From an optimization exercise on the open Yosys and OpenROAD flow, aimed at small area; shortcuts taken in it are not production practice. The RTL was checked by simulation tests, not by an equivalence proof against the original design. The clock port is modelled as an ideal driver; clocking choices that lean on that would not hold on a real chip. Power figures rest on the tool's default switching activity, not on a simulated workload.

**design/flow/flow/run.sh**
```bash
#!/bin/bash
# Layout flow: ORFS synthesis with an area-oriented ABC mapping (the
# registers are the standard synthesis's: only combinational mapping
# changes), then the standard layout with the smallest port buffer
# cell and a clock tree of small buffers without dummy loads.
set -euo pipefail
W="$PWD"
make -C "$FLOW_HOME" DESIGN_CONFIG="$W/config.mk" WORK_HOME="$W/orfs" CLKGATE_MAP_FILE= \
  SYNTH_SCRIPT="$W/flow/synth.tcl" synth > "$W/synth.log" 2>&1
export BUFFER_PORTS_ARGS="-buffer_cell sky130_fd_sc_hd__buf_1"
export CTS_ARGS="-sink_clustering_enable -repair_clock_nets -dont_use_dummy_load -buf_list sky130_fd_sc_hd__clkbuf_8"
bash standard.sh finish > "$W/layout.log" 2>&1
```
**design/flow/flow/synth.tcl**
```tcl
# Standard ORFS synthesis (as synth_recipe.tcl) with two changes to the
# combinational mapping only: ABC runs its default area-oriented script
# without the speed script, delay target and drive constraints, and adders
# are left to ABC instead of the half/full adder cells.
proc synth {args} { yosys synth -nofsm -noshare {*}$args }
proc abc {args} {
  set out {}
  set skip 0
  foreach a $args {
    if {$skip} { set skip 0; continue }
    if {$a eq "-script" || $a eq "-constr" || $a eq "-D"} { set skip 1; continue }
    lappend out $a
  }
  yosys abc {*}$out
}
set ::env(ADDER_MAP_FILE) ""
source $::env(SCRIPTS_DIR)/synth.tcl
# left out here: clear keep_hierarchy, flatten, clean up, hide names made inside functions, write 1_2_yosys.v
```
**design/flow/standard.sh**
```bash
#!/bin/bash
# synth_recipe.tcl (not shown) runs the flow's synth.tcl, then flattens the netlist and writes it again
# the make line also repeats each setting of config.mk as NAME=value (left out here)
make -C /OpenROAD-flow-scripts/flow DESIGN_CONFIG=/design/flow/config.mk WORK_HOME=/design/flow/orfs CLKGATE_MAP_FILE= SYNTH_SCRIPT=/design/flow/synth_recipe.tcl "${@:-finish}"
```
**design/flow/config.mk**
```make
export PLATFORM = sky130hd
export DESIGN_NAME = usb_top
export DESIGN_NICKNAME = usb_top
export VERILOG_FILES = /design/flow/design.v
export SDC_FILE = /design/flow/constraint.sdc
export NUM_CORES = 4
export LEC_CHECK = 0
export CAP_MARGIN = 20
export CORE_MARGIN = 2
export CORE_UTILIZATION = 40
export SLEW_MARGIN = 20
```
**design/flow/constraint.sdc**
```tcl
create_clock -name core_clock -period 6.0 [get_ports {gclk}]
set_input_delay 1.2000 -clock core_clock [delete_from_list [all_inputs] [get_ports {gclk}]]
set_output_delay 1.2000 -clock core_clock [all_outputs]
set_load 0.01 [all_outputs]
```
**design/flow/design.v**
```verilog
module usb_top (gclk, reset_l, cs1_l, SYN_GEN_LD, CRC_16, TX_LOAD, TX_DATA,
                TX_LAST_BYTE, RX_LOAD, error_crc_rx, TX_READY_LD, T_lastbit,
                qualify_out, DATA, RX_READY_LD, RX_LAST_BYTE);
input        gclk;
input        reset_l;
input        cs1_l;
input        SYN_GEN_LD;
input        CRC_16;
input        TX_LOAD;
input  [7:0] TX_DATA;
input        TX_LAST_BYTE;
input        RX_LOAD;
output       error_crc_rx;
output       TX_READY_LD;
output       T_lastbit;
output [8:0] qualify_out;
output [7:0] DATA;
output       RX_READY_LD;
output       RX_LAST_BYTE;
reg        w1, w2, act2;           
reg  [7:0] sh1, sh2;
reg  [4:0] c1, c2;                 
reg        lbf, crcf;
reg  [3:0] crccnt;
reg  [4:0] pcc;
reg  [5:0] ds;                     
wire       halt = &ds;
wire       done1 = (c1 == 5'd8);
wire       done2 = (c2 == 5'd8);
wire       a1 = w1 & ~act2;
wire       a2 = w2 & act2;
wire       tcs = a1 | a2;
wire       tdo_bit = act2 ? sh2[0] : sh1[0];
wire       crc_done = CRC_16 ? (crccnt == 4'd14) : (crccnt == 4'd3);
wire       tl1 = lbf & ~(w1 | w2);
reg        tl2;
assign     T_lastbit = tl1 | tl2;
assign     TX_READY_LD = ~(w1 & w2) & ~halt;
wire       start = tcs | (CRC_16 & (T_lastbit | crcf)) | (&pcc);
always @(posedge gclk or negedge reset_l)
  if (!reset_l) begin
    w1 <= 1'b0; w2 <= 1'b0;
  end else if ((TX_LOAD | SYN_GEN_LD) & ~w1) w1 <= 1'b1;
  else if (TX_LOAD & ~w2) w2 <= 1'b1;
  else if (done1) w1 <= 1'b0;
  else if (done2) w2 <= 1'b0;
always @(posedge gclk or negedge reset_l)
  if (!reset_l) act2 <= 1'b0;
  else if (done2) act2 <= 1'b0;
  else if (done1) act2 <= 1'b1;
always @(posedge gclk or negedge reset_l)
  if (!reset_l) sh1[0] <= 1'b0;
  else if (~halt) begin
    if (SYN_GEN_LD) sh1[0] <= 1'b0;
    else if (TX_LOAD & ~w1) sh1[0] <= TX_DATA[0];
    else if (a1) sh1[0] <= sh1[1];
  end
always @(posedge gclk)
  if (~halt) begin
    if (SYN_GEN_LD) sh1[7:1] <= 7'h40;
    else if (TX_LOAD & ~w1) sh1[7:1] <= TX_DATA[7:1];
    else if (a1) sh1[7:1] <= {1'b0, sh1[7:2]};
  end
always @(posedge gclk or negedge reset_l)
  if (!reset_l) sh2 <= 8'h00;
  else if (~halt) begin
    if (TX_LOAD & ~w2 & w1) sh2 <= TX_DATA;
    else if (a2) sh2 <= {1'b0, sh2[7:1]};
  end
always @(negedge gclk or negedge reset_l)
  if (!reset_l) c1 <= 5'd0;
  else if (~halt) begin
    if (a1) c1 <= c1 + 5'd1;
    else if (done1) c1 <= 5'd0;
  end
always @(negedge gclk or negedge reset_l)
  if (!reset_l) c2 <= 5'd0;
  else if (~halt) begin
    if (a2) c2 <= c2 + 5'd1;
    else if (done2) c2 <= 5'd0;
  end
always @(negedge gclk or negedge reset_l)
  if (!reset_l) tl2 <= 1'b0;
  else tl2 <= tl1;
always @(posedge gclk or negedge reset_l)
  if (!reset_l) lbf <= 1'b0;
  else if (TX_LAST_BYTE) lbf <= 1'b1;
  else if (T_lastbit) lbf <= 1'b0;
always @(posedge gclk or negedge reset_l)
  if (!reset_l) crcf <= 1'b0;
  else if (T_lastbit) crcf <= 1'b1;
  else if (crc_done) crcf <= 1'b0;
always @(posedge gclk or negedge reset_l)
  if (!reset_l) crccnt <= 4'd0;
  else if (crc_done) crccnt <= 4'd0;
  else if (crcf) crccnt <= crccnt + 4'd1;
always @(posedge gclk or negedge reset_l)
  if (!reset_l) pcc <= 5'd0;
  else if (tcs & ~CRC_16 & ~halt) pcc <= pcc + 5'd1;
reg start_txd, tdv, tdo, vd;
always @(posedge gclk) begin
  if (~cs1_l | ~start) ds <= 6'd0;
  else ds <= {ds[4:0], tdo_bit & ~halt};
  start_txd <= cs1_l & start;
  tdv <= start_txd;
  if (~start_txd) tdo <= 1'b1;
  else if (~ds[0]) tdo <= ~tdo;
end
always @(posedge gclk or negedge reset_l)
  if (!reset_l) vd <= 1'b0;
  else vd <= tdv;
wire send_eop = vd & ~tdv;
wire rxd = tdo & ~send_eop;
localparam S_WAIT = 3'd0, S_PID = 3'd1, S_FRAME = 3'd2, S_DEV = 3'd3,
           S_DATA = 3'd4, S_EP = 3'd5, S_CRC5 = 3'd6, S_ERR = 3'd7;
reg  [9:0] in8;                    
reg  [7:0] nsync;                  
reg        eop;
reg  [2:0] state, next_state;
reg  [3:0] xc;                     
wire       pa = (state != S_WAIT);
wire       sync_found = ~pa & (nsync == 8'hab);
wire       kmode = (state == S_DEV) | (state == S_EP) | (state == S_FRAME);
wire       dc = kmode & ((in8[6:0] == 7'h00) | (in8[6:0] == 7'h7f));
wire       dec = (xc == 4'd8) & ~kmode;
wire [7:0] pid = in8[7:0];
wire       p_sof = (pid == 8'h6c);
wire       p_ios = (pid == 8'h4e) | (pid == 8'h50) | (pid == 8'h72);
wire       p_dat = (pid == 8'h28) | (pid == 8'h36);
wire       p_pre = (pid == 8'h82);
wire       p_known = p_sof | p_ios | p_dat | p_pre | (pid == 8'hd8) | (pid == 8'hc6) | (pid == 8'hfa);
always @(posedge gclk) begin
  in8 <= {in8[8:0], rxd};
  eop <= send_eop;
end
always @(posedge gclk or negedge reset_l)
  if (!reset_l) nsync <= 8'h00;
  else if (~pa) nsync <= {nsync[6:0], ~rxd};
always @(*) begin
  next_state = state;
  case (state)
    S_WAIT:  if (sync_found) next_state = S_PID;
    S_PID:   if (eop) next_state = S_WAIT;
             else if (dec) begin
               if (p_pre) next_state = S_PID;
               else if (p_dat) next_state = S_DATA;
               else if (p_ios) next_state = S_DEV;
               else if (p_sof) next_state = S_FRAME;
               else if (~p_known) next_state = S_ERR;
             end
    S_DEV:   if (eop) next_state = S_WAIT; else if (xc == 4'd6) next_state = S_EP;
    S_EP:    if (eop) next_state = S_WAIT; else if (xc == 4'd10) next_state = S_CRC5;
    S_FRAME: if (eop) next_state = S_WAIT; else if (xc == 4'd10) next_state = S_CRC5;
    default: if (eop) next_state = S_WAIT;
  endcase
end
always @(posedge gclk or negedge reset_l)
  if (!reset_l) state <= S_WAIT;
  else state <= next_state;
always @(posedge gclk or negedge reset_l)
  if (!reset_l) xc <= 4'd0;
  else if (sync_found) xc <= 4'd1;
  else if (kmode) xc <= eop ? 4'd0 : (dc ? xc : xc + 4'd1);
  else if ((state == S_PID) & dec & ~eop & (p_sof | p_ios)) xc <= 4'd0;
  else if (xc != 4'd0) xc <= xc + 4'd1;
reg  [2:0] sd1, sd2;
reg        v1, v2, en1, q0;
always @(posedge gclk) begin
  sd1 <= state; sd2 <= sd1;
  en1 <= eop; q0 <= en1;
end
always @(posedge gclk or negedge reset_l)
  if (!reset_l) begin v1 <= 1'b0; v2 <= 1'b0; end
  else begin v1 <= 1'b1; v2 <= v1; end
assign qualify_out[8] = v2 & (sd2 == S_WAIT);
assign qualify_out[7] = (sd2 == S_PID);
assign qualify_out[6] = (sd2 == S_DEV);
assign qualify_out[5] = (sd2 == S_EP);
assign qualify_out[4] = (sd2 == S_CRC5);
assign qualify_out[3] = (sd2 == S_FRAME);
assign qualify_out[2] = (sd2 == S_DATA);
assign qualify_out[1] = (sd2 == S_ERR);
assign qualify_out[0] = q0;
wire       cs2 = (sd2 != S_WAIT) & ~q0;
reg  [3:0] wc;                     
always @(posedge gclk) begin
  wc <= ~cs2 ? 4'd0 : (wc[3] ? wc : wc + 4'd1);
end
wire halt_rx = cs2 & (wc[3] | (wc[2] & wc[1])) & (in8[2] != in8[3]) &
               (in8[9:3] == 7'h00 | in8[9:3] == 7'h7f);
wire rdi = (in8[2] == in8[3]);
wire cwe = cs2 & wc[3];
assign RX_LAST_BYTE = ~(cs2 & (wc != 4'd0));
reg  [4:0]  n5;
reg  [15:0] n16;
reg         err16;
wire        chk = qualify_out[0];
wire        si5 = ~(rdi ^ n5[4]) & cwe;
wire        si16 = ~(rdi ^ n16[15]) & cwe;
always @(posedge gclk or negedge reset_l)
  if (!reset_l) begin
    n5 <= 5'h00; n16 <= 16'h0000; err16 <= 1'b0;
  end else begin
    if (~halt_rx) begin
      n5 <= {n5[3], n5[2], n5[1] ^ si5, n5[0], cwe & ~si5};
      n16 <= {n16[14] ^ si16, n16[13:2], n16[1] ^ si16, n16[0], cwe & ~si16};
    end
    if (chk & (n16 != 16'h7ff2)) err16 <= 1'b1;
  end
wire err5 = chk & (n5 != 5'b10011);
assign error_crc_rx = qualify_out[2] ? err16 : err5;
reg [7:0] rsh;
reg [3:0] rcnt;
reg [7:0] data_out;
reg       rdy;
always @(posedge gclk)
  if (~halt_rx & cs2) rsh <= {rdi, rsh[7:1]};
always @(negedge gclk)
  if (~halt_rx) begin
    if (~cs2) rcnt <= 4'hf;
    else if (rcnt == 4'd7) rcnt <= 4'd0;
    else rcnt <= rcnt + 4'd1;
  end
always @(negedge gclk or negedge reset_l)
  if (!reset_l) begin
    data_out <= 8'h00; rdy <= 1'b0;
  end else if (rcnt == 4'd7) begin
    data_out <= rsh; rdy <= 1'b1;
  end else if (RX_LOAD) rdy <= 1'b0;
assign DATA = data_out;
assign RX_READY_LD = rdy;
endmodule
```
==> results of run 1 <==
## kinds of logic (layout without fill, tap and decap cells)
logic type / after synthesis / count (layout) / synth area share [%]
AO/OA/AOI/OAI: 89 / 89 / 10.1
multiplexers: 45 / 45 / 9.10
flip-flops: 134 / 134 / 60.4
other: 1 / 1 / 0.0689
buffers and inverters: 13 / 72 / 0.965
XOR/XNOR: 19 / 19 / 3.06
AND/OR/NAND/NOR: 171 / 171 / 16.3
## sequential cells by signal (all words and copies together), names as in the netlist, 6 cells and up
signal	count
nsync	8
data_out	8
sh1	8
rsh	8
ds	6
n16	16
sh2	8
in8	10
## synthesized netlist by cell type (9+ instances only)
library cell  number
a21oi_1           31
and2_0            10
and3_1            12
clkinv_1          12
dfrtn_1           20
dfrtp_1           63
dfxtp_1           32
edfxtp_1          19
mux2_1            36
mux2i_1            9
nand2_1           45
nand3_1           10
nor2_1            32
nor2b_1           11
nor3_1            11
o21ai_0           22
xor2_1            12
## how the worst max path moves through the flow
stage	from	endpoint	cells past startpoint
2_1_floorplan	tl2	T_lastbit	2
3_3_place_gp	tl2	T_lastbit	3
3_5_place_dp	tl2	T_lastbit	3
4_1_cts	tl2	T_lastbit	3
5_1_grt	tl2	T_lastbit	3
6_report	tl2	T_lastbit	3
## routing by layer
layer	vias up	part of all wire [%]	track usage [%]
li1	1812	-	-
met1	1798	48	18.8
met2	81	45	22.8
met3	21	4.8	5.14
met4	0	2.2	6.40
met5	-	0	0
## cell type report
| type | instances | area [um^2] |
|---|---|---|
| clock buffers | 17 | 234 |
| well taps | 176 | 220 |
| multi-input cells | 325 | 2100 |
| inverters | 11 | 41.3 |
| fillers | 1271 | 7180 |
| clock inverters | 4 | 15.0 |
| repair buffers | 40 | 165 |
| flip-flops and latches | 134 | 3290 |
## per-stage QoR
stage          instances  instance area (um^2)  util (%)  hold WS (ns)
6_report             707                  6070      45.8         0.323
5_1_grt              707                  6070      45.8         0.339
4_1_cts              707                  6070      45.8         0.325
3_5_place_dp         687                  5820      44.0         0.314
3_3_place_gp         687                  5820      44.0         0.312
2_1_floorplan        472                  5440         -         0.310
## where the power goes
part / total (mW) / internal (mW) / switching, mW
clock: 0.542 / 0.253 / 0.289
sequential: 1.62 / 1.31 / 0.310
combinational: 0.925 / 0.408 / 0.516
==> impl_metrics.toml, run 1 <==
[run_status]
status = "timing/DRC/antenna clean"

[sta]
finalHoldViolations = 0
rsz0062_at_grt = "no"
finClkSkew_ns = 0.0560
timing.slew.headroom_pct = 37.4
fin_ws_ns = 0.661
tightest_slew_ns = 0.940
fin_tns_setup_ns = 0
setup_violations = 0
drv_slew = 0

[detailed_routing]
drtIter0Drc = 257
vias_per_cell = 5.25
wire_per_inst_um = 13.9
routed_wl_um = 9860
ant_nets = 0
vias = 3712
route.detailed.drc = 0
dr.pass1.iters = 4

[finish]
final_nets = 549
area_growth_pct = 11.4
num_antenna_cells = 0
final_common_cell = "dfrtp_1"
final_cell_mix = "dfrtp_1, nand2_1, mux2_1, buf_1"
final_layout_size_suffix_gt1_share_pct = 3.95

[critical_path]
critical-path-slowest-cell = "dfrtn_1"
critPathRequiredTime_ns = 4.80
cp_max_fo = 3
reg2reg_to = "c2[3]"
critPathLaunchType = "register"
critPathBufInv = 2
critPathArrivalTime_ns = 4.14
cp_cell_sequence = "nor2_1 -> clkinv_1 -> buf_1"
path_class = "register to primary output"
critPathMaxStageDelay_ns = 0.32
reg2reg_depth = 6
rr_startpoint = "ds[4]"
critPathCaptureType = "primary output"
path_delay_family = "flip-flops"
worst-r2r-setup-slack_ns = 1.04

[synth]
yosys_warnings = 1
ys_seq_area_share_pct = 60.4
avgSynthCellArea_um2 = 11.5
yosysTopAreaCellShare_pct = 29.0
synth_top_area_cell = "dfrtp_1"
synth_edf_count = 19
synthDistinctLibCells = 52
synth_seq_cells = 134
synth_area_mm2 = 0.00544
synth_nets = 488
syn_inst = 472
ys.flop_type = "dfrtp_1"
synth-async-reset-ratio_pct = 61.9
yosys-top-cells-area = "dfrtp_1, dfxtp_1, edfxtp_1"

[global_routing]
antenna_found_initial = 0
overflow = 0
grt_pass1_vias = 3689
grt_pass1_wl_um = 17000
grt_usage_pct = 14.8
grt_max_degree = 52

[cts]
clock-sinks = 134
cts_buffers = 17
htreeDepth = 4
ctsResizeCount = 0
clk_path_buf_depth = 2
tritoncts = "yes"
postCtsHoldBufs = 0
post_cts_buffers = 0
cts_root_buf = "clkbuf_8"
clock_latency_ns = 0.43
clk_pin_slew_worst_paths_ns = 0.07

[run]
max_cap_violations = 0

[worst_hold_path]
whs_path_depth = 0
hp-class = "register to register"
holdPathEnd = "sd2[1]"
worstHoldStart = "sd1[1]"

[power_and_ir_drop]
p_per_area_mw_per_mm2 = 508
p_total_mw = 3.08
ir_drop_uv = 250
p_leak_nw = 2.55

[die]
fp-row-count = 42
die_h_um = 121
start_util_pct = 41.1
die_w_um = 121
ios = 38
core_mm2 = 0.0132
die_area_mm2 = 0.0146

[place]
port_buffers = 37
pre_cts_slack_ns = 1.06
gp_congestion = 0.891
hpwl_um = 6940
==> inputs of run 2 (changes only) <==
--- a/design/flow/flow/run.sh
+++ b/design/flow/flow/run.sh
@@ -8,5 +8,5 @@
 make -C "$FLOW_HOME" DESIGN_CONFIG="$W/config.mk" WORK_HOME="$W/orfs" CLKGATE_MAP_FILE= \
   SYNTH_SCRIPT="$W/flow/synth.tcl" synth > "$W/synth.log" 2>&1
 export BUFFER_PORTS_ARGS="-buffer_cell sky130_fd_sc_hd__buf_1"
-export CTS_ARGS="-sink_clustering_enable -repair_clock_nets -dont_use_dummy_load -buf_list sky130_fd_sc_hd__clkbuf_8"
+export CTS_ARGS="-sink_clustering_enable -repair_clock_nets -dont_use_dummy_load -buf_list \"sky130_fd_sc_hd__clkbuf_2 sky130_fd_sc_hd__clkbuf_4 sky130_fd_sc_hd__clkbuf_8\" -sink_buffer_max_cap_derate 0.5"
 bash standard.sh finish > "$W/layout.log" 2>&1
==> impl_metrics.toml, run 2 <==
[run]
max_cap_violations = 0

[critical_path]
rr_startpoint = "ds[4]"
reg2reg_to = "c2[3]"
cp_cell_sequence = "nor2_1 -> clkinv_1 -> buf_1"
critPathLaunchType = "register"
critPathMaxStageDelay_ns = 0.32
path_class = "register to primary output"
worst-r2r-setup-slack_ns = 0.98
critPathCaptureType = "primary output"
reg2reg_depth = 6
critical-path-slowest-cell = "dfrtn_1"
critPathRequiredTime_ns = 4.80
cp_max_fo = 3
critPathArrivalTime_ns = 4.42

[synth]
synthTopCellsByCount = "dfrtp_1, nand2_1, mux2_1"
yosysTopAreaCellShare_pct = 29.0
synth-async-reset-ratio_pct = 61.9
yosys-top-cells-area = "dfrtp_1, dfxtp_1, edfxtp_1"
synth_seq_cells = 134
syn_inst = 472
ys.flop_type = "dfrtp_1"
synth_edf_count = 19
avgSynthCellArea_um2 = 11.5
yosysMostFrequentCell = "dfrtp_1"
ys_seq_area_share_pct = 60.4
yosys_warnings = 1
synthDistinctLibCells = 52
synth_area_mm2 = 0.00544
synth_nets = 488
synth_top_area_cell = "dfrtp_1"

[detailed_routing]
ant_nets = 0
vias = 3706
route.detailed.drc = 0
drtIter0Drc = 278
vias_per_cell = 5.23
dr.pass1.iters = 4
routed_wl_um = 9860
wire_per_inst_um = 13.9

[power_and_ir_drop]
ir_drop_uv = 250
combPwrFrac_pct = 30.1
switchingPower_mw = 1.11
switching_share_pct = 36.3
power_frac_clock_pct = 17.3
power_frac_seq_pct = 52.6
p_total_mw = 3.07
p_leak_nw = 2.54
p_per_area_mw_per_mm2 = 506
cellInternalPower_mw = 1.95

[global_routing]
grt_pass1_wl_um = 17000
grt_usage_pct = 14.8
grt_max_degree = 52
antenna_found_initial = 1
overflow = 0
grt_pass1_vias = 3689

[place]
hpwl_um = 6940
dpl-instance-area_mm2 = 0.00582
port_buffers = 37
placed_cells = 687
gp_congestion = 0.891

[cts]
cts_buffers = 17
clk_path_buf_depth = 2
clock_latency_ns = 0.76
tritoncts = "yes"
clk_pin_slew_worst_paths_ns = 0.08
ctsResizeCount = 0
htreeDepth = 4
post_cts_buffers = 0
clock-sinks = 134
cts_root_buf = "clkbuf_2"
postCtsHoldBufs = 0

[finish]
top_regs = "n16 (16), in8 (10)"
fillers = 1275
largest-register = "n16"
final_common_cell = "dfrtp_1"
largest_reg_flops = 16
final_cell_mix = "dfrtp_1, nand2_1, mux2_1, buf_1"
final_nets = 549
fin_cells = 708
final_area_mm2 = 0.00606
final_layout_size_suffix_gt1_share_pct = 3.95
area_growth_pct = 11.3

[worst_hold_path]
worstHoldStart = "sd1[1]"
holdPathEnd = "sd2[1]"
whs_path_depth = 0
hp-class = "register to register"

[sta]
drv_slew = 0
setup_violations = 0
tightest_slew_ns = 0.940
timing.slew.headroom_pct = 37.3
hold_ws_ns = 0.325
fin_tns_setup_ns = 0
finalHoldViolations = 0
rsz0062_at_grt = "no"
finClkSkew_ns = 0.115

[die]
die_area_mm2 = 0.0146
ios = 38
die_w_um = 121
core_mm2 = 0.0132
fp-row-count = 42
start_util_pct = 41.1
die_h_um = 121

[run_status]
status = "timing/DRC/antenna clean"
-- run 2: cells by family (layout without fill, tap and decap cells) --
group | Yosys count | count (layout) | synth area share, %
XOR/XNOR | 19 | 19 | 3.06
AO/OA/AOI/OAI | 89 | 89 | 10.1
flip-flops | 134 | 134 | 60.4
multiplexers | 45 | 45 | 9.10
buffers and inverters | 13 | 72 | 0.965
other | 1 | 2 | 0.0689
AND/OR/NAND/NOR | 171 | 171 | 16.3
-- run 2: area by class of cell --
class	instances	area (um^2)	share of cell area (%)
Sequential cell	134	3290	54.3
Antenna cell	1	2.50	0.0413
Clock inverter	4	15.0	0.248
Inverter	11	41.3	0.681
Clock buffer	17	225	3.72
Timing Repair Buffer	40	165	2.73
Multi-Input combinational cell	325	2100	34.7
Tap cell	176	220	3.63
-- run 2: critical path, delay by kind of cell, from the launching register on --
family / cells / cell delay [ns]
DFF: 1 / 0.32
buffers and inverters: 2 / 0.26
and+or+nand+nor: 1 / 0.18
-- run 2: worst max-delay path by stage --
stage                     depth (start not counted)  from   endpoint  slack [ns]
after detailed placement                          3   tl2  T_lastbit        1.06
after CTS                                         3   tl2  T_lastbit        0.30
after global placement                            3   tl2  T_lastbit        1.08
after floorplan                                   2   tl2  T_lastbit        1.21
final                                             3   tl2  T_lastbit        0.38
after global routing                              3   tl2  T_lastbit        0.20
-- run 2: power groups by stage --
stage	registers, mW	logic (mW)	clock network, mW
final	1.61	0.923	0.530
after global placement	1.61	0.903	0.00529
after global routing	1.68	1.06	0.595
after CTS	1.61	0.936	0.556
after floorplan	1.56	0.707	0.00529
after detailed placement	1.63	0.934	0.00529
-- run 2: per-layer routing --
| layer | track usage (%) | up-vias | wire length (um) |
|---|---|---|---|
| met4 | 6.40 | 0 | 211 |
| met5 | 0 | - | 0 |
| met1 | 18.8 | 1794 | 4750 |
| met3 | 5.14 | 19 | 454 |
| met2 | 22.8 | 77 | 4440 |
| li1 | - | 1816 | - |
-- run 2: per-stage QoR --
| stage | utilization [%] | setup slack (ns) |
|---|---|---|
| floorplan | - | 1.21 |
| global route | 45.8 | 0.198 |
| finish | 45.8 | 0.379 |
| detailed placement | 44.0 | 1.06 |
| global placement | 44.0 | 1.08 |
| CTS | 45.7 | 0.302 |
==> inputs of run 3 (changes only) <==
--- a/design/flow/design.v
+++ b/design/flow/design.v
@@ -79,9 +79,8 @@
     if (a2) c2 <= c2 + 5'd1;
     else if (done2) c2 <= 5'd0;
   end
-always @(negedge gclk or negedge reset_l)
-  if (!reset_l) tl2 <= 1'b0;
-  else tl2 <= tl1;
+always @(negedge gclk)
+  tl2 <= tl1;
 always @(posedge gclk or negedge reset_l)
   if (!reset_l) lbf <= 1'b0;
   else if (TX_LAST_BYTE) lbf <= 1'b1;
@@ -114,12 +113,15 @@
 localparam S_WAIT = 3'd0, S_PID = 3'd1, S_FRAME = 3'd2, S_DEV = 3'd3,
            S_DATA = 3'd4, S_EP = 3'd5, S_CRC5 = 3'd6, S_ERR = 3'd7;
 reg  [9:0] in8;                    
-reg  [7:0] nsync;                  
+reg  [3:0] jc;                     
+reg        sb;                     
 reg        eop;
 reg  [2:0] state, next_state;
 reg  [3:0] xc;                     
 wire       pa = (state != S_WAIT);
-wire       sync_found = ~pa & (nsync == 8'hab);
+wire       sync_found = ~pa & ((jc[3] & (in8[7:0] == 8'h54)) |
+                               ((jc == 4'd6) & sb & (in8[5:0] == 6'b010100)) |
+                               ((jc == 4'd7) & ~sb & (in8[6:0] == 7'b1010100)));
 wire       kmode = (state == S_DEV) | (state == S_EP) | (state == S_FRAME);
 wire       dc = kmode & ((in8[6:0] == 7'h00) | (in8[6:0] == 7'h7f));
 wire       dec = (xc == 4'd8) & ~kmode;
@@ -134,8 +136,11 @@
   eop <= send_eop;
 end
 always @(posedge gclk or negedge reset_l)
-  if (!reset_l) nsync <= 8'h00;
-  else if (~pa) nsync <= {nsync[6:0], ~rxd};
+  if (!reset_l) jc <= 4'd8;
+  else if (pa) jc <= 4'd0;
+  else if (~jc[3]) jc <= jc + 4'd1;
+always @(posedge gclk)
+  if (sync_found) sb <= rxd;
 always @(*) begin
   next_state = state;
   case (state)
@@ -214,7 +219,7 @@
 reg [7:0] data_out;
 reg       rdy;
 always @(posedge gclk)
-  if (~halt_rx & cs2) rsh <= {rdi, rsh[7:1]};
+  if (~halt_rx) rsh <= {rdi, rsh[7:1]};
 always @(negedge gclk)
   if (~halt_rx) begin
     if (~cs2) rcnt <= 4'hf;
==> impl_metrics.toml, run 3 <==
[run_status]
status = "timing/DRC/antenna clean"

[sta]
fin_ws_ns = 0.437
drv_slew = 0
fin_tns_setup_ns = 0
finClkSkew_ns = 0.112
tightest_slew_ns = 0.869
rsz0062_at_grt = "no"
timing.slew.headroom_pct = 42.1
setup_violations = 0
hold_ws_ns = 0.330
finalHoldViolations = 0

[finish]
fillers = 1238
area_growth_pct = 11.7
final_common_cell = "dfrtp_1"
largest_reg_flops = 16
utilization_pct = 45.3
top_regs = "n16 (16), in8 (10)"
largest-register = "n16"
final_layout_size_suffix_gt1_share_pct = 4.21
final_cell_mix = "dfrtp_1, nor2_1, buf_1"
final_nets = 541

[cts]
clock_latency_ns = 0.75
tritoncts = "yes"
clk_pin_slew_worst_paths_ns = 0.08
clk_path_buf_depth = 2
cts_root_buf = "clkbuf_2"
ctsResizeCount = 0
htreeDepth = 4
post_cts_buffers = 0
cts_buffers = 17
postCtsHoldBufs = 0
clock-sinks = 131

[synth]
syn_inst = 463
synth_nets = 479
synth_top_area_cell = "dfrtp_1"
synthDistinctLibCells = 52
synth_area_mm2 = 0.00530
yosysMostFrequentCell = "dfrtp_1"
synthTopCellsByCount = "dfrtp_1, nor2_1, nand2_1"
ys.flop_type = "dfrtp_1"
avgSynthCellArea_um2 = 11.5
yosysTopAreaCellShare_pct = 27.4
yosys_warnings = 1
synth_seq_cells = 131
ys_seq_area_share_pct = 60.6
synth-async-reset-ratio_pct = 59.5
synth_edf_count = 20
yosys-top-cells-area = "dfrtp_1, dfxtp_1, edfxtp_1"

[global_routing]
grt_max_degree = 44
grt_pass1_wl_um = 15600
grt_pass1_vias = 3398
overflow = 0
antenna_found_initial = 1
grt_usage_pct = 13.8

[place]
hpwl_um = 6520
gp_congestion = 0.846
pre_cts_slack_ns = 1.13
port_buffers = 37

[detailed_routing]
routed_wl_um = 9120
ant_nets = 0
dr.pass1.iters = 4
route.detailed.drc = 0
drtIter0Drc = 229
wire_per_inst_um = 13.0
vias = 3604
vias_per_cell = 5.15

[critical_path]
critPathLaunchType = "register"
critPathCaptureType = "primary output"
critPathRequiredTime_ns = 4.80
critPathArrivalTime_ns = 4.36
path_class = "register to primary output"
cp_max_fo = 3

[die]
start_util_pct = 40.5
fp-row-count = 42
ios = 38
die_w_um = 119
core_mm2 = 0.0131
die_h_um = 119
die_area_mm2 = 0.0142

[power_and_ir_drop]
ir_drop_uv = 227
p_leak_nw = 2.41
p_per_area_mw_per_mm2 = 492

[run]
max_cap_violations = 0

[worst_hold_path]
hp-class = "register to register"
-- run 3: cell count changes in the layout (fill, tap and decap cells not counted), sizes merged, moves of 5 or more --
cell,change
nand2,-11
nand3,+9
mux2,-8
xnor2,+6
dfrtp,-5
-- run 3: layer usage --
layer	up-vias	GRT usage, %	part of all wire (%)
li1	1786	-	-
met1	1743	17.5	48
met5	-	0	0
met2	69	21.6	47
met4	0	4.46	1.1
met3	6	5.51	4.0
-- run 3: through the flow --
stage | cells | cell area [um^2] | power, mW
2_1_floorplan | 463 | 5300 | 2.16
3_3_place_gp | 678 | 5680 | 2.38
3_5_place_dp | 678 | 5680 | 2.42
4_1_cts | 699 | 5920 | 2.95
5_1_grt | 700 | 5920 | 3.16
6_report | 700 | 5920 | 2.92
-- run 3: report_power, final --
group	switching [mW]	internal, mW
clock network	0.279	0.242
registers	0.285	1.26
logic	0.459	0.388
total	1.02	1.89
-- run 3: area by class of cell --
type,count,area (um^2),area share (%)
Sequential cell,131,3210,54.3
Multi-Input combinational cell,317,2030,34.2
Clock buffer,17,225,3.80
Tap cell,176,220,3.72
Timing Repair Buffer,40,165,2.79
Inverter,13,48.8,0.824
Clock inverter,5,18.8,0.317
Antenna cell,1,2.50,0.0422
-- run 3: worst paths after layout --
path,start,end,slack [ns],depth (start not counted)
max in group asynchronous,reset_l,c2[1],2.09,1
min in group asynchronous,reset_l,crccnt[2],0.48,1
worst max register to register,w1,c1[3],1.14,6
worst max-delay path,tl2,T_lastbit,0.44,3
worst min register to register,sd1[2],sd2[2],0.33,0
worst min-delay path,sd1[2],sd2[2],0.33,0
-- run 3: critical path, cell delays in order, from the launching register on --
cell and delay (ns):
dfxtp_1 0.28, nor2_1 0.16, clkinv_1 0.10, buf_1 0.13
-- run 3: cell families after synthesis --
kind of cell,count (synthesis),synth area share [%]
other,1,0.0707
AOI/OAI and AO/OA,79,9.25
muxes,35,7.27
buffers and inverters,15,1.13
and+or+nand+nor,180,18.0
xor gates and xnor gates,22,3.63
DFF,131,60.6
==> inputs of run 4 (changes only) <==
--- a/design/flow/design.v
+++ b/design/flow/design.v
@@ -113,15 +113,19 @@
 localparam S_WAIT = 3'd0, S_PID = 3'd1, S_FRAME = 3'd2, S_DEV = 3'd3,
            S_DATA = 3'd4, S_EP = 3'd5, S_CRC5 = 3'd6, S_ERR = 3'd7;
 reg  [9:0] in8;                    
-reg  [3:0] jc;                     
+reg  [3:0] mc;
 reg        sb;                     
 reg        eop;
+reg        en1, q0;                
+wire       cs2 = (sd2 != S_WAIT) & ~q0;
 reg  [2:0] state, next_state;
+reg  [2:0] sd1, sd2;               
 reg  [3:0] xc;                     
 wire       pa = (state != S_WAIT);
-wire       sync_found = ~pa & ((jc[3] & (in8[7:0] == 8'h54)) |
-                               ((jc == 4'd6) & sb & (in8[5:0] == 6'b010100)) |
-                               ((jc == 4'd7) & ~sb & (in8[6:0] == 7'b1010100)));
+wire       jv = ~pa & (sd1 == S_WAIT);   
+wire       sync_found = jv & ((mc[3] & (in8[7:0] == 8'h54)) |
+                              ((mc == 4'd6) & sb & (in8[5:0] == 6'b010100)) |
+                              ((mc == 4'd7) & ~sb & (in8[6:0] == 7'b1010100)));
 wire       kmode = (state == S_DEV) | (state == S_EP) | (state == S_FRAME);
 wire       dc = kmode & ((in8[6:0] == 7'h00) | (in8[6:0] == 7'h7f));
 wire       dec = (xc == 4'd8) & ~kmode;
@@ -136,9 +140,10 @@
   eop <= send_eop;
 end
 always @(posedge gclk or negedge reset_l)
-  if (!reset_l) jc <= 4'd8;
-  else if (pa) jc <= 4'd0;
-  else if (~jc[3]) jc <= jc + 4'd1;
+  if (!reset_l) mc <= 4'd8;
+  else if (pa & ~cs2) mc <= 4'd0;
+  else if (~pa & (sd1 != S_WAIT)) mc <= 4'd1;
+  else if (~mc[3]) mc <= mc + 4'd1;
 always @(posedge gclk)
   if (sync_found) sb <= rxd;
 always @(*) begin
@@ -168,8 +173,7 @@
   else if (kmode) xc <= eop ? 4'd0 : (dc ? xc : xc + 4'd1);
   else if ((state == S_PID) & dec & ~eop & (p_sof | p_ios)) xc <= 4'd0;
   else if (xc != 4'd0) xc <= xc + 4'd1;
-reg  [2:0] sd1, sd2;
-reg        v1, v2, en1, q0;
+reg        v1, v2;
 always @(posedge gclk) begin
   sd1 <= state; sd2 <= sd1;
   en1 <= eop; q0 <= en1;
@@ -186,16 +190,11 @@
 assign qualify_out[2] = (sd2 == S_DATA);
 assign qualify_out[1] = (sd2 == S_ERR);
 assign qualify_out[0] = q0;
-wire       cs2 = (sd2 != S_WAIT) & ~q0;
-reg  [3:0] wc;                     
-always @(posedge gclk) begin
-  wc <= ~cs2 ? 4'd0 : (wc[3] ? wc : wc + 4'd1);
-end
-wire halt_rx = cs2 & (wc[3] | (wc[2] & wc[1])) & (in8[2] != in8[3]) &
+wire halt_rx = cs2 & (mc[3] | (mc[2] & mc[1])) & (in8[2] != in8[3]) &
                (in8[9:3] == 7'h00 | in8[9:3] == 7'h7f);
 wire rdi = (in8[2] == in8[3]);
-wire cwe = cs2 & wc[3];
-assign RX_LAST_BYTE = ~(cs2 & (wc != 4'd0));
+wire cwe = cs2 & mc[3];
+assign RX_LAST_BYTE = ~(cs2 & (mc != 4'd0));
 reg  [4:0]  n5;
 reg  [15:0] n16;
 reg         err16;
==> impl_metrics.toml, run 4 <==
[global_routing]
grt_pass1_vias = 3559
overflow = 0
grt_max_degree = 40
grt_usage_pct = 14.6
antenna_found_initial = 0
grt_pass1_wl_um = 16400

[place]
dpl-instance-area_mm2 = 0.00559
hpwl_um = 6700
port_buffers = 37
gp_congestion = 0.797

[die]
fp-row-count = 41
core_mm2 = 0.0127
die_w_um = 118
ios = 38
start_util_pct = 41.0
die_h_um = 118
die_area_mm2 = 0.0139

[detailed_routing]
dr.pass1.iters = 6
ant_nets = 0
vias = 3613
vias_per_cell = 5.21
wire_per_inst_um = 13.7
route.detailed.drc = 0
routed_wl_um = 9500
drtIter0Drc = 199

[critical_path]
critPathLaunchType = "register"
cp_max_fo = 3
path_class = "register to primary output"
critPathCaptureType = "primary output"
critPathRequiredTime_ns = 4.80
critPathArrivalTime_ns = 4.39

[sta]
setup_violations = 0
finClkSkew_ns = 0.101
timing.slew.headroom_pct = 34.0
finalHoldViolations = 0
fin_tns_setup_ns = 0
rsz0062_at_grt = "no"
drv_slew = 0
tightest_slew_ns = 0.990

[finish]
num_antenna_cells = 0
final_common_cell = "dfrtp_1"
final_cell_mix = "dfrtp_1, nand2_1, nor2_1"
largest_reg_flops = 16
top_regs = "n16 (16), in8 (10)"
final_nets = 539
final_layout_size_suffix_gt1_share_pct = 4.41
area_growth_pct = 12.1
largest-register = "n16"
final_area_mm2 = 0.00583

[run_status]
status = "timing/DRC/antenna clean"

[power_and_ir_drop]
p_leak_nw = 2.38
p_per_area_mw_per_mm2 = 503
ir_drop_uv = 217

[synth]
yosysMostFrequentCell = "dfrtp_1"
synth_area_mm2 = 0.00520
synth_seq_cells = 127
syn_inst = 461
synth_nets = 477
yosys_warnings = 1
synthTopCellsByCount = "dfrtp_1, nand2_1, nor2_1"
synthDistinctLibCells = 53
yosys-top-cells-area = "dfrtp_1, edfxtp_1, dfxtp_1"
synth-async-reset-ratio_pct = 61.4
ys.flop_type = "dfrtp_1"
avgSynthCellArea_um2 = 11.3
synth_top_area_cell = "dfrtp_1"
synth_edf_count = 20
ys_seq_area_share_pct = 60.3
yosysTopAreaCellShare_pct = 27.9

[worst_hold_path]
hp-class = "register to register"

[cts]
tritoncts = "yes"
clk_pin_slew_worst_paths_ns = 0.08
clk_path_buf_depth = 2
clock-sinks = 127
clock_latency_ns = 0.73
ctsResizeCount = 0
htreeDepth = 4
cts_buffers = 17
post_cts_buffers = 0
postCtsHoldBufs = 0
cts_root_buf = "clkbuf_2"

[run]
max_cap_violations = 0
## run 4: cell count changes in the layout (fill, tap and decap cells not counted), sizes merged, moves of 3 or more
cell | before | now
nand2 | 34 | 46
nand3 | 19 | 11
and3 | 13 | 8
nor4 | 1 | 6
dfxtp | 33 | 29
nand4 | 8 | 5
o21ai | 19 | 22
xor2 | 9 | 6
## run 4: power by group
part | total [mW] | internal, mW | switching, mW
clock network | 0.516 | 0.242 | 0.274
logic | 0.878 | 0.388 | 0.491
registers | 1.54 | 1.24 | 0.302
total | 2.93 | 1.87 | 1.07
## run 4: per-stage QoR
stage / worst slack, ns / total power [mW] / instances / utilization (%) / hold slack [ns]
3_5_place_dp: 1.11 / 2.45 / 672 / 44.1 / 0.317
3_3_place_gp: 1.12 / 2.41 / 672 / 44.1 / 0.314
4_1_cts: 0.355 / 2.97 / 693 / 46.0 / 0.337
6_report: 0.409 / 2.93 / 693 / 46.0 / 0.337
2_1_floorplan: 0.0750 / 2.16 / 461 / - / 0.310
5_1_grt: 0.271 / 3.18 / 693 / 46.0 / 0.352
## run 4: worst paths after layout
path | startpoint | end | slack [ns] | cells past startpoint
max | tl2 | T_lastbit | 0.41 | 3
min | en1 | q0 | 0.34 | 0
max reg2reg | ds[4] | c1[3] | 1.13 | 6
min reg2reg | en1 | q0 | 0.34 | 0
max in group asynchronous | reset_l | c2[3] | 2.12 | 1
min in group asynchronous | reset_l | n16[3] | 0.47 | 1
## run 4: logic make-up (layout without fill, tap and decap cells)
kind of cell	Yosys count	count (layout)	share of synthesized area, %
compound gates	85	85	9.98
xor+xnor	18	18	3.03
buf+inv	15	75	1.15
flops	127	127	60.3
mux	36	36	7.60
other cells	1	1	0.0721
simple gates	179	179	17.9
## run 4: layout make-up
class	count	area (um^2)
fillers	1194	6840
inverters	13	48.8
repair buffers	40	165
well taps	172	215
flip-flops and latches	127	3130
clock buffers	17	225
multi-input cells	319	2020
clock inverters	5	18.8
## run 4: critical path, stage by stage (launching register included)
cell,delay (ns)
dfxtp_1,0.29
nor2_1,0.18
clkinv_1,0.11
buf_1,0.13
## run 4: layer usage
metal  up-vias  wire length (um)  GRT usage, %
met5         -                 0             0
met4         0               104          4.74
met3         8               488          5.09
met2        83              4380          23.1
met1      1750              4530          18.6
li1       1772                 -             -
==> inputs of run 5 (changes only) <==
--- a/design/flow/design.v
+++ b/design/flow/design.v
@@ -114,6 +114,7 @@
            S_DATA = 3'd4, S_EP = 3'd5, S_CRC5 = 3'd6, S_ERR = 3'd7;
 reg  [9:0] in8;                    
 reg  [3:0] mc;
+wire       mc_init = mc[3] & mc[2] & mc[1];
 reg        sb;                     
 reg        eop;
 reg        en1, q0;                
@@ -140,10 +141,11 @@
   eop <= send_eop;
 end
 always @(posedge gclk or negedge reset_l)
-  if (!reset_l) mc <= 4'd8;
+  if (!reset_l) mc <= 4'd14;
   else if (pa & ~cs2) mc <= 4'd0;
   else if (~pa & (sd1 != S_WAIT)) mc <= 4'd1;
-  else if (~mc[3]) mc <= mc + 4'd1;
+  else if (mc == 4'd15) mc <= 4'd8;
+  else if (mc != 4'd8) mc <= mc + 4'd1;
 always @(posedge gclk)
   if (sync_found) sb <= rxd;
 always @(*) begin
@@ -173,15 +175,11 @@
   else if (kmode) xc <= eop ? 4'd0 : (dc ? xc : xc + 4'd1);
   else if ((state == S_PID) & dec & ~eop & (p_sof | p_ios)) xc <= 4'd0;
   else if (xc != 4'd0) xc <= xc + 4'd1;
-reg        v1, v2;
 always @(posedge gclk) begin
   sd1 <= state; sd2 <= sd1;
   en1 <= eop; q0 <= en1;
 end
-always @(posedge gclk or negedge reset_l)
-  if (!reset_l) begin v1 <= 1'b0; v2 <= 1'b0; end
-  else begin v1 <= 1'b1; v2 <= v1; end
-assign qualify_out[8] = v2 & (sd2 == S_WAIT);
+assign qualify_out[8] = ~mc_init & (sd2 == S_WAIT);
 assign qualify_out[7] = (sd2 == S_PID);
 assign qualify_out[6] = (sd2 == S_DEV);
 assign qualify_out[5] = (sd2 == S_EP);
==> impl_metrics.toml, run 5 <==
[run_status]
status = "timing/DRC/antenna clean"

[synth]
synthDistinctLibCells = 54
synth-simple-area-share_pct = 17.9
synthTopCellsByCount = "dfrtp_1, nand2_1, nor2_1"
synth_compound_area_share_pct = 10.4
synth_nets = 473
synth_xor_area_share_pct = 3.55
avgSynthCellArea_um2 = 11.3
synth_edf_count = 20
ys.flop_type = "dfrtp_1"
ys_seq_area_share_pct = 59.6
synth-async-reset-ratio_pct = 60.8
yosys-top-cells-area = "dfrtp_1, edfxtp_1, dfxtp_1"
synthMuxAreaShare_pct = 7.61
yosys_warnings = 1
yosysMostFrequentCell = "dfrtp_1"
synth_top_area_cell = "dfrtp_1"
synth_seq_cells = 125
synth_area_mm2 = 0.00518
yosysTopAreaCellShare_pct = 26.1
synth_fa_ha_area_share_pct = 0
syn_inst = 457
synth_top_family_by_area = "simple AND/OR/NAND/NOR gates"

[critical_path]
critPathMaxStageDelay_ns = 0.28
path_class = "register to primary output"
cp-startpoint = "tl2"
critPathRequiredTime_ns = 4.80
cp_cell_sequence = "nor2_1 -> clkinv_1 -> buf_1"
critPathLaunchType = "register"
cp_max_fo = 3
critPathCaptureType = "primary output"
critPathArrivalTime_ns = 4.39
critical-path-slowest-cell = "dfxtp_1"
rr_startpoint = "in8[5]"
critPathBufInv = 2
path_delay_family = "flip-flops"

[die]
core_mm2 = 0.0126
start_util_pct = 41.0
die_w_um = 118
die_area_mm2 = 0.0139
die_h_um = 118
fp-row-count = 41
ios = 38

[place]
port_buffers = 37
placed_cells = 668
dpl-instance-area_mm2 = 0.00557
gp_congestion = 0.848
hpwl_um = 6460

[finish]
final_cell_mix = "dfrtp_1, nand2_1, nor2_1"
top_regs = "n16 (16), in8 (10)"
fin_cells = 689
final_nets = 535
final_common_cell = "dfrtp_1"
largest-register = "n16"
area_growth_pct = 12.2
final_layout_size_suffix_gt1_share_pct = 4.84
fillers = 1211
final_area_mm2 = 0.00581
num_antenna_cells = 0
largest_reg_flops = 16

[worst_hold_path]
hp-class = "register to register"
worstHoldStart = "tdv"

[cts]
postCtsHoldBufs = 0
cts_root_buf = "clkbuf_2"
ctsResizeCount = 0
tritoncts = "yes"
post_cts_buffers = 0
htreeDepth = 4
clk_path_buf_depth = 2
cts_buffers = 17
clock_latency_ns = 0.75
clock-sinks = 125
clk_pin_slew_worst_paths_ns = 0.07

[power_and_ir_drop]
p_leak_nw = 2.41
power_frac_seq_pct = 53.1
p_total_mw = 2.91
p_per_area_mw_per_mm2 = 500
switchingPower_mw = 1.05
power_frac_clock_pct = 17.8
switching_share_pct = 36.2
cellInternalPower_mw = 1.85
combPwrFrac_pct = 29.1
ir_drop_uv = 267

[sta]
tightest_slew_ns = 0.882
timing.slew.headroom_pct = 41.2
finClkSkew_ns = 0.108
finalHoldViolations = 0
fin_tns_setup_ns = 0
rsz0062_at_grt = "no"
drv_slew = 0
setup_violations = 0

[detailed_routing]
routed_wl_um = 9270
vias_per_cell = 5.16
ant_nets = 0
vias = 3557
dr.pass1.iters = 4
route.detailed.drc = 0
wire_per_inst_um = 13.5
drtIter0Drc = 158

[global_routing]
grt_util_met2_pct = 22.9
grt_max_degree = 53
overflow = 0
gr-usage-met3_pct = 4.12
use_met1_pct = 19.0
grt_pass1_wl_um = 16500
grt_usage_pct = 14.7
antenna_found_initial = 0
grt-busiest-layer = "met2"
grt_pass1_vias = 3566

[run]
max_cap_violations = 0
## run 5: cell count changes after synthesis, moves of 4 or more
cell,before,now
dfrtp_1,58,54
nand3b_1,1,5
nor2b_1,11,6
and4b_1,0,5
## run 5: power by group through the flow
stage               clock [mW]  sequential [mW]  combinational, mW
global route             0.580             1.60              0.977
global placement       0.00631             1.53              0.833
finish                   0.518             1.54              0.845
detailed placement     0.00631             1.55              0.850
floorplan              0.00631             1.48              0.649
CTS                      0.541             1.54              0.856
## run 5: final timing paths
kind / end / slack (ns) / depth (start not counted)
max in group asynchronous: c2[3] / 1.97 / 1
worst max register to register: rcnt[1] / 0.96 / 3
min in group asynchronous: n5[2] / 0.53 / 1
worst min register to register: vd / 0.35 / 0
worst min-delay path: vd / 0.35 / 0
worst max-delay path: T_lastbit / 0.41 / 3
## run 5: final cells by class
cell class                      count  area [um^2]  area share [%]
Multi-Input combinational cell    320         2060            35.5
Timing Repair Buffer               40          165            2.84
Tap cell                          172          215            3.70
Inverter                           10         37.5           0.646
Clock inverter                      5         18.8           0.323
Clock buffer                       17          225            3.88
Sequential cell                   125         3090            53.1
## run 5: cells by family after synthesis
kind of cell    Yosys count
mux                      36
flops                   125
buf+inv                  12
compound gates           88
xor+xnor                 21
simple gates            175
## run 5: per-layer routing
metal	part of all wire (%)	wire, um
met1	48	4460
met4	1.8	168
met2	46	4270
met3	4.0	371
met5	0	0
## run 5: per-stage QoR
step,worst slack (ns),hold slack (ns),utilization (%)
global placement,1.11,0.318,44.1
finish,0.411,0.349,46.0
floorplan,0.0137,0.310,-
global route,0.235,0.359,46.0
detailed placement,1.09,0.330,44.1
CTS,0.310,0.352,46.0
==> inputs of run 6 (changes only) <==
--- a/design/flow/design.v
+++ b/design/flow/design.v
@@ -113,20 +113,20 @@
 localparam S_WAIT = 3'd0, S_PID = 3'd1, S_FRAME = 3'd2, S_DEV = 3'd3,
            S_DATA = 3'd4, S_EP = 3'd5, S_CRC5 = 3'd6, S_ERR = 3'd7;
 reg  [9:0] in8;                    
-reg  [3:0] mc;
-wire       mc_init = mc[3] & mc[2] & mc[1];
+reg  [3:0] xc;
+wire       xc_init = xc[3] & xc[2] & xc[1];
+reg  [1:0] pc;
 reg        sb;                     
 reg        eop;
 reg        en1, q0;                
 wire       cs2 = (sd2 != S_WAIT) & ~q0;
 reg  [2:0] state, next_state;
 reg  [2:0] sd1, sd2;               
-reg  [3:0] xc;                     
 wire       pa = (state != S_WAIT);
 wire       jv = ~pa & (sd1 == S_WAIT);   
-wire       sync_found = jv & ((mc[3] & (in8[7:0] == 8'h54)) |
-                              ((mc == 4'd6) & sb & (in8[5:0] == 6'b010100)) |
-                              ((mc == 4'd7) & ~sb & (in8[6:0] == 7'b1010100)));
+wire       sync_found = jv & ((xc[3] & (in8[7:0] == 8'h54)) |
+                              ((xc == 4'd6) & sb & (in8[5:0] == 6'b010100)) |
+                              ((xc == 4'd7) & ~sb & (in8[6:0] == 7'b1010100)));
 wire       kmode = (state == S_DEV) | (state == S_EP) | (state == S_FRAME);
 wire       dc = kmode & ((in8[6:0] == 7'h00) | (in8[6:0] == 7'h7f));
 wire       dec = (xc == 4'd8) & ~kmode;
@@ -140,12 +140,10 @@
   in8 <= {in8[8:0], rxd};
   eop <= send_eop;
 end
-always @(posedge gclk or negedge reset_l)
-  if (!reset_l) mc <= 4'd14;
-  else if (pa & ~cs2) mc <= 4'd0;
-  else if (~pa & (sd1 != S_WAIT)) mc <= 4'd1;
-  else if (mc == 4'd15) mc <= 4'd8;
-  else if (mc != 4'd8) mc <= mc + 4'd1;
+always @(posedge gclk)
+  if (sync_found) pc <= 2'd0;
+  else if (pc != 2'd0) pc <= (pc == 2'd3) ? pc : pc + 2'd1;
+  else if ((state == S_PID) & dec) pc <= 2'd1;
 always @(posedge gclk)
   if (sync_found) sb <= rxd;
 always @(*) begin
@@ -170,16 +168,21 @@
   if (!reset_l) state <= S_WAIT;
   else state <= next_state;
 always @(posedge gclk or negedge reset_l)
-  if (!reset_l) xc <= 4'd0;
+  if (!reset_l) xc <= 4'd14;
   else if (sync_found) xc <= 4'd1;
-  else if (kmode) xc <= eop ? 4'd0 : (dc ? xc : xc + 4'd1);
-  else if ((state == S_PID) & dec & ~eop & (p_sof | p_ios)) xc <= 4'd0;
-  else if (xc != 4'd0) xc <= xc + 4'd1;
+  else if (pa) begin
+    if (kmode) xc <= eop ? 4'd0 : (dc ? xc : xc + 4'd1);
+    else if ((state == S_PID) & dec & ~eop & (p_sof | p_ios)) xc <= 4'd0;
+    else if (xc != 4'd0) xc <= xc + 4'd1;
+  end
+  else if (sd1 != S_WAIT) xc <= 4'd1;
+  else if (xc == 4'd15) xc <= 4'd8;
+  else if (xc != 4'd8) xc <= xc + 4'd1;
 always @(posedge gclk) begin
   sd1 <= state; sd2 <= sd1;
   en1 <= eop; q0 <= en1;
 end
-assign qualify_out[8] = ~mc_init & (sd2 == S_WAIT);
+assign qualify_out[8] = ~xc_init & (sd2 == S_WAIT);
 assign qualify_out[7] = (sd2 == S_PID);
 assign qualify_out[6] = (sd2 == S_DEV);
 assign qualify_out[5] = (sd2 == S_EP);
@@ -188,11 +191,14 @@
 assign qualify_out[2] = (sd2 == S_DATA);
 assign qualify_out[1] = (sd2 == S_ERR);
 assign qualify_out[0] = q0;
-wire halt_rx = cs2 & (mc[3] | (mc[2] & mc[1])) & (in8[2] != in8[3]) &
+wire rx_t4 = (pc != 2'd0) | xc[3] | xc[2];    
+wire rx_t9 = (pc != 2'd0);                    
+wire rx_t11 = (pc == 2'd3);                   
+wire halt_rx = cs2 & rx_t9 & (in8[2] != in8[3]) &
                (in8[9:3] == 7'h00 | in8[9:3] == 7'h7f);
 wire rdi = (in8[2] == in8[3]);
-wire cwe = cs2 & mc[3];
-assign RX_LAST_BYTE = ~(cs2 & (mc != 4'd0));
+wire cwe = cs2 & rx_t11;
+assign RX_LAST_BYTE = ~(cs2 & rx_t4);
 reg  [4:0]  n5;
 reg  [15:0] n16;
 reg         err16;
--- a/design/flow/flow/run.sh
+++ b/design/flow/flow/run.sh
@@ -8,5 +8,5 @@
 make -C "$FLOW_HOME" DESIGN_CONFIG="$W/config.mk" WORK_HOME="$W/orfs" CLKGATE_MAP_FILE= \
   SYNTH_SCRIPT="$W/flow/synth.tcl" synth > "$W/synth.log" 2>&1
 export BUFFER_PORTS_ARGS="-buffer_cell sky130_fd_sc_hd__buf_1"
-export CTS_ARGS="-sink_clustering_enable -repair_clock_nets -dont_use_dummy_load -buf_list \"sky130_fd_sc_hd__clkbuf_2 sky130_fd_sc_hd__clkbuf_4 sky130_fd_sc_hd__clkbuf_8\" -sink_buffer_max_cap_derate 0.5"
+export CTS_ARGS="-sink_clustering_enable -repair_clock_nets -dont_use_dummy_load -buf_list sky130_fd_sc_hd__clkbuf_16 -root_buf sky130_fd_sc_hd__clkbuf_16 -sink_clustering_size 100 -sink_clustering_max_diameter 500 -sink_buffer_max_cap_derate 1.0"
 bash standard.sh finish > "$W/layout.log" 2>&1
==> impl_metrics.toml, run 6 <==
[cts]
clock_latency_ns = 0.43
ctsResizeCount = 0
postCtsHoldBufs = 0
cts_root_buf = "clkbuf_16"
post_cts_buffers = 0
clk_pin_slew_worst_paths_ns = 0.05
tritoncts = "yes"
clock-sinks = 123
htreeDepth = 4
cts_buffers = 17
clk_path_buf_depth = 2

[die]
core_mm2 = 0.0126
ios = 38
fp-row-count = 41
start_util_pct = 40.7
die_area_mm2 = 0.0137
die_h_um = 117
die_w_um = 117

[finish]
area_growth_pct = 15.9
num_antenna_cells = 0
utilization_pct = 47.1
largest-register = "n16"
final_nets = 531
fin_cells = 685
largest_reg_flops = 16
final_layout_size_suffix_gt1_share_pct = 4.68
top_regs = "n16 (16), in8 (10)"
final_common_cell = "dfrtp_1"
final_cell_mix = "dfrtp_1, nor2_1, nand2_1"
fillers = 1165

[synth]
synth_top_area_cell = "dfrtp_1"
avgSynthCellArea_um2 = 11.3
yosys-top-cells-area = "dfrtp_1, dfxtp_1, edfxtp_1"
ys.flop_type = "dfrtp_1"
synth_area_mm2 = 0.00511
ys_seq_area_share_pct = 59.2
yosysTopAreaCellShare_pct = 24.5
synthDistinctLibCells = 56
yosysMostFrequentCell = "dfrtp_1"
synth_nets = 469
syn_inst = 453
yosys_warnings = 1
synth_seq_cells = 123
synthTopCellsByCount = "dfrtp_1, nor2_1, nand2_1"
synth_edf_count = 20
synth-async-reset-ratio_pct = 58.5

[sta]
drv_slew = 0
fin_tns_setup_ns = 0
fin_ws_ns = 0.677
finalHoldViolations = 0
finClkSkew_ns = 0.0483
rsz0062_at_grt = "no"
hold_ws_ns = 0.322
tightest_slew_ns = 0.938
timing.slew.headroom_pct = 37.4
setup_violations = 0

[critical_path]
critPathRequiredTime_ns = 4.80
critPathMaxStageDelay_ns = 0.28
critPathLaunchType = "register"
critical-path-slowest-cell = "dfxtp_1"
path_class = "register to primary output"
critPathCaptureType = "primary output"
cp_cell_sequence = "nor2_1 -> clkinv_1 -> buf_1"
critPathArrivalTime_ns = 4.12
cp_max_fo = 3
critPathBufInv = 2
path_delay_family = "flip-flops"

[global_routing]
overflow = 0
grt_usage_pct = 15.1
grt_max_degree = 35
grt_pass1_vias = 3356
antenna_found_initial = 0
grt_pass1_wl_um = 15800

[run_status]
status = "timing/DRC/antenna clean"

[worst_hold_path]
hp-class = "register to register"

[power_and_ir_drop]
p_per_area_mw_per_mm2 = 568
p_leak_nw = 2.31
ir_drop_uv = 210

[detailed_routing]
ant_nets = 0
dr.pass1.iters = 4
vias = 3519
route.detailed.drc = 0
drtIter0Drc = 245
vias_per_cell = 5.14
wire_per_inst_um = 13.4
routed_wl_um = 9200

[run]
max_cap_violations = 0

[place]
pre_cts_slack_ns = 1.08
gp_congestion = 0.878
port_buffers = 37
placed_cells = 664
hpwl_um = 6470
[run 6: changes by cell type in the layout (fill, tap and decap cells not counted), moves of 4 or more]
cell,change
nand2_1,-7
clkbuf_16,+17
o21ai_0,-5
and4b_1,-4
nand3b_1,-4
dfrtp_1,-4
clkbuf_8,-16
nor2b_1,+7
nor2_1,+4
[run 6: worst paths after layout]
| kind | end | cells past startpoint | slack (ns) | start |
|---|---|---|---|---|
| setup / recovery | T_lastbit | 3 | 0.68 | tl2 |
| hold / removal | q0 | 0 | 0.32 | en1 |
| setup reg to reg | c2[3] | 6 | 1.32 | ds[2] |
| hold reg to reg | q0 | 0 | 0.32 | en1 |
| max in group asynchronous | c2[1] | 1 | 1.70 | reset_l |
| min in group asynchronous | sh2[0] | 1 | 0.88 | reset_l |
[run 6: routing by layer]
layer  vias to the layer above  global-route usage, %  wire [um]
li1                       1758                      -          -
met1                      1672                   19.0       4350
met2                        80                   23.5       4230
met3                         9                   4.38        476
met4                         0                   8.08        140
met5                         -                      0          0
[run 6: through the flow]
stage / area, um^2 / power, mW
global route: 5920 / 3.64
CTS: 5920 / 3.40
floorplan: 5110 / 2.30
detailed placement: 5480 / 2.59
global placement: 5480 / 2.56
finish: 5920 / 3.37
[run 6: layout make-up]
| type | count | area, um^2 | share of cell area (%) |
|---|---|---|---|
| clock buffers | 17 | 425 | 7.19 |
| clock inverters | 5 | 18.8 | 0.317 |
| inverters | 12 | 45.0 | 0.761 |
| multi-input cells | 316 | 2030 | 34.2 |
| flip-flops and latches | 123 | 3030 | 51.1 |
| well taps | 172 | 215 | 3.63 |
| repair buffers | 40 | 163 | 2.75 |
[run 6: power by group]
part,total (mW),switching (mW),internal (mW)
registers,1.59,0.326,1.26
logic,0.975,0.517,0.459
clock network,0.801,0.310,0.492
[run 6: cell families (layout without fill, tap and decap cells)]
family / Yosys count / after routing / synth area share [%]
simple gates: 180 / 180 / 18.7
flops: 123 / 123 / 59.2
compound gates: 78 / 78 / 9.40
mux: 39 / 39 / 8.33
xor+xnor: 19 / 19 / 3.26
buf+inv: 14 / 74 / 1.10
==> inputs of run 7 (changes only) <==
==> design/flow/flow/run.sh (replaced) <==
#!/bin/bash
# Layout flow: ORFS synthesis with an area-oriented ABC mapping (the
# registers are the standard synthesis's: only combinational mapping
# changes), then the standard layout with the smallest port buffer
# cell and a clock tree of small buffers without dummy loads.
set -euo pipefail
W="$PWD"
make -C "$FLOW_HOME" DESIGN_CONFIG="$W/config.mk" WORK_HOME="$W/orfs" CLKGATE_MAP_FILE= \
  SYNTH_SCRIPT="$W/flow/synth.tcl" synth > "$W/synth.log" 2>&1
export BUFFER_PORTS_ARGS="-buffer_cell sky130_fd_sc_hd__buf_1"
export CTS_ARGS="-sink_clustering_enable -repair_clock_nets -dont_use_dummy_load -buf_list \"sky130_fd_sc_hd__clkbuf_2 sky130_fd_sc_hd__clkbuf_4 sky130_fd_sc_hd__clkbuf_8\" -sink_buffer_max_cap_derate 0.5"
export PRE_CTS_TCL="$W/flow/pre_cts.tcl"
bash standard.sh finish > "$W/layout.log" 2>&1
==> design/flow/flow/pre_cts.tcl (new file) <==
# Let the clock tree use larger leaf clusters.
set_max_fanout 24 [current_design]
==> impl_metrics.toml, run 7 <==
[die]
start_util_pct = 40.7
die_h_um = 117
ios = 38
fp-row-count = 41
die_w_um = 117
core_mm2 = 0.0126
die_area_mm2 = 0.0137

[place]
hpwl_um = 6470
port_buffers = 37
dpl-instance-area_mm2 = 0.00548
pre_cts_slack_ns = 1.08
placed_cells = 664
gp_congestion = 0.878

[sta]
finClkSkew_ns = 0.109
finalHoldViolations = 0
drv_slew = 0
tightest_slew_ns = 0.964
rsz0062_at_grt = "no"
setup_violations = 0
fin_ws_ns = 0.389
timing.slew.headroom_pct = 35.5
fin_tns_setup_ns = 0

[critical_path]
critPathBufInv = 2
reg2reg_depth = 6
critPathCaptureType = "primary output"
critPathLaunchType = "register"
cp_max_fo = 3
worstSetupPathDepth = 3
critPathArrivalTime_ns = 4.41
path_class = "register to primary output"
critical-path-slowest-cell = "dfxtp_1"
critPathMaxStageDelay_ns = 0.29
path_delay_family = "flip-flops"
critPathRequiredTime_ns = 4.80
cp_cell_sequence = "nor2_1 -> clkinv_1 -> buf_1"

[detailed_routing]
route.detailed.drc = 0
routed_wl_um = 9270
drtIter0Drc = 194
ant_nets = 0
dr.pass1.iters = 5
vias_per_cell = 5.12
wire_per_inst_um = 13.4
vias = 3531

[cts]
clock_latency_ns = 0.78
tritoncts = "yes"
postCtsHoldBufs = 0
ctsResizeCount = 0
clk_pin_slew_worst_paths_ns = 0.08
post_cts_buffers = 0
clock-sinks = 123
cts_buffers = 17

[finish]
fin_cells = 690
final_nets = 536
final_area_mm2 = 0.00578
final_cell_mix = "dfrtp_1, nor2_1, nand2_1"
utilization_pct = 46.0
final_common_cell = "dfrtp_1"
largest-register = "n16"
num_antenna_cells = 0
final_layout_size_suffix_gt1_share_pct = 5.02
largest_reg_flops = 16
top_regs = "n16 (16), in8 (10)"
fillers = 1183
area_growth_pct = 13.1

[synth]
synth_nets = 469
synth_seq_cells = 123
yosysTopAreaCellShare_pct = 24.5
avgSynthCellArea_um2 = 11.3
yosys_warnings = 1
ys_seq_area_share_pct = 59.2
synth_edf_count = 20
synth_area_mm2 = 0.00511
syn_inst = 453
synthTopCellsByCount = "dfrtp_1, nor2_1, nand2_1"
ys.flop_type = "dfrtp_1"
synth_top_area_cell = "dfrtp_1"
yosysMostFrequentCell = "dfrtp_1"
synthDistinctLibCells = 56
yosys-top-cells-area = "dfrtp_1, dfxtp_1, edfxtp_1"
synth-async-reset-ratio_pct = 58.5

[global_routing]
grt_pass1_wl_um = 15700
overflow = 0
antenna_found_initial = 0
grt_usage_pct = 15.0
grt_pass1_vias = 3362
grt_max_degree = 35

[worst_hold_path]
whs_path_depth = 0
hp-class = "register to register"

[power_and_ir_drop]
p_leak_nw = 2.25
p_per_area_mw_per_mm2 = 535
ir_drop_uv = 170

[run_status]
status = "timing/DRC/antenna clean"

[run]
max_cap_violations = 0
[run 7: area by class of cell]
class | count | area [um^2] | area share (%)
clock buffer | 17 | 225 | 3.90
clock inverter | 5 | 18.8 | 0.325
inverter | 12 | 45.0 | 0.780
multi-input combinational | 316 | 2030 | 35.1
sequential | 123 | 3030 | 52.4
tap | 172 | 215 | 3.73
timing repair buffer | 45 | 219 | 3.79
[run 7: path summary, 6_finish.rpt]
path / slack [ns] / to / startpoint
min: 0.32 / tdv / start_txd
max: 0.39 / T_lastbit / tl2
max reg2reg: 1.24 / c2[3] / ds[4]
min reg2reg: 0.32 / tdv / start_txd
max in group asynchronous: 1.28 / c1[1] / reset_l
min in group asynchronous: 0.53 / n5[3] / reset_l
[run 7: per-stage QoR]
stage / total power [mW] / hold WS (ns)
3_5_place_dp: 2.59 / 0.314
3_3_place_gp: 2.56 / 0.310
4_1_cts: 3.11 / 0.325
6_report: 3.09 / 0.322
2_1_floorplan: 2.30 / 0.310
5_1_grt: 3.36 / 0.330
[run 7: where the power goes]
part	leakage (nW)	internal [mW]	switching, mW	total [mW]
clock network	0.127	0.242	0.274	0.516
registers	1.32	1.26	0.326	1.59
logic	0.802	0.466	0.520	0.986
total	2.25	1.97	1.12	3.09
[run 7: layer usage]
metal	track usage, %	wire length (um)
met4	7.22	155
met5	0	0
met2	23.4	4310
met3	4.79	464
met1	19.0	4340
[run 7: kinds of logic after synthesis]
kind of cell,after synthesis,synth area share [%]
muxes,39,8.33
and+or+nand+nor,180,18.7
AOI/OAI and AO/OA,78,9.40
buffers and inverters,14,1.10
xor gates and xnor gates,19,3.26
DFF,123,59.2
[run 7: worst reg2reg max path: cells and delay by family (launching register included)]
family | cells | cell delay (ns)
and+or+nand+nor | 4 | 1.00
AOI/OAI and AO/OA | 2 | 0.19
DFF | 1 | 0.32
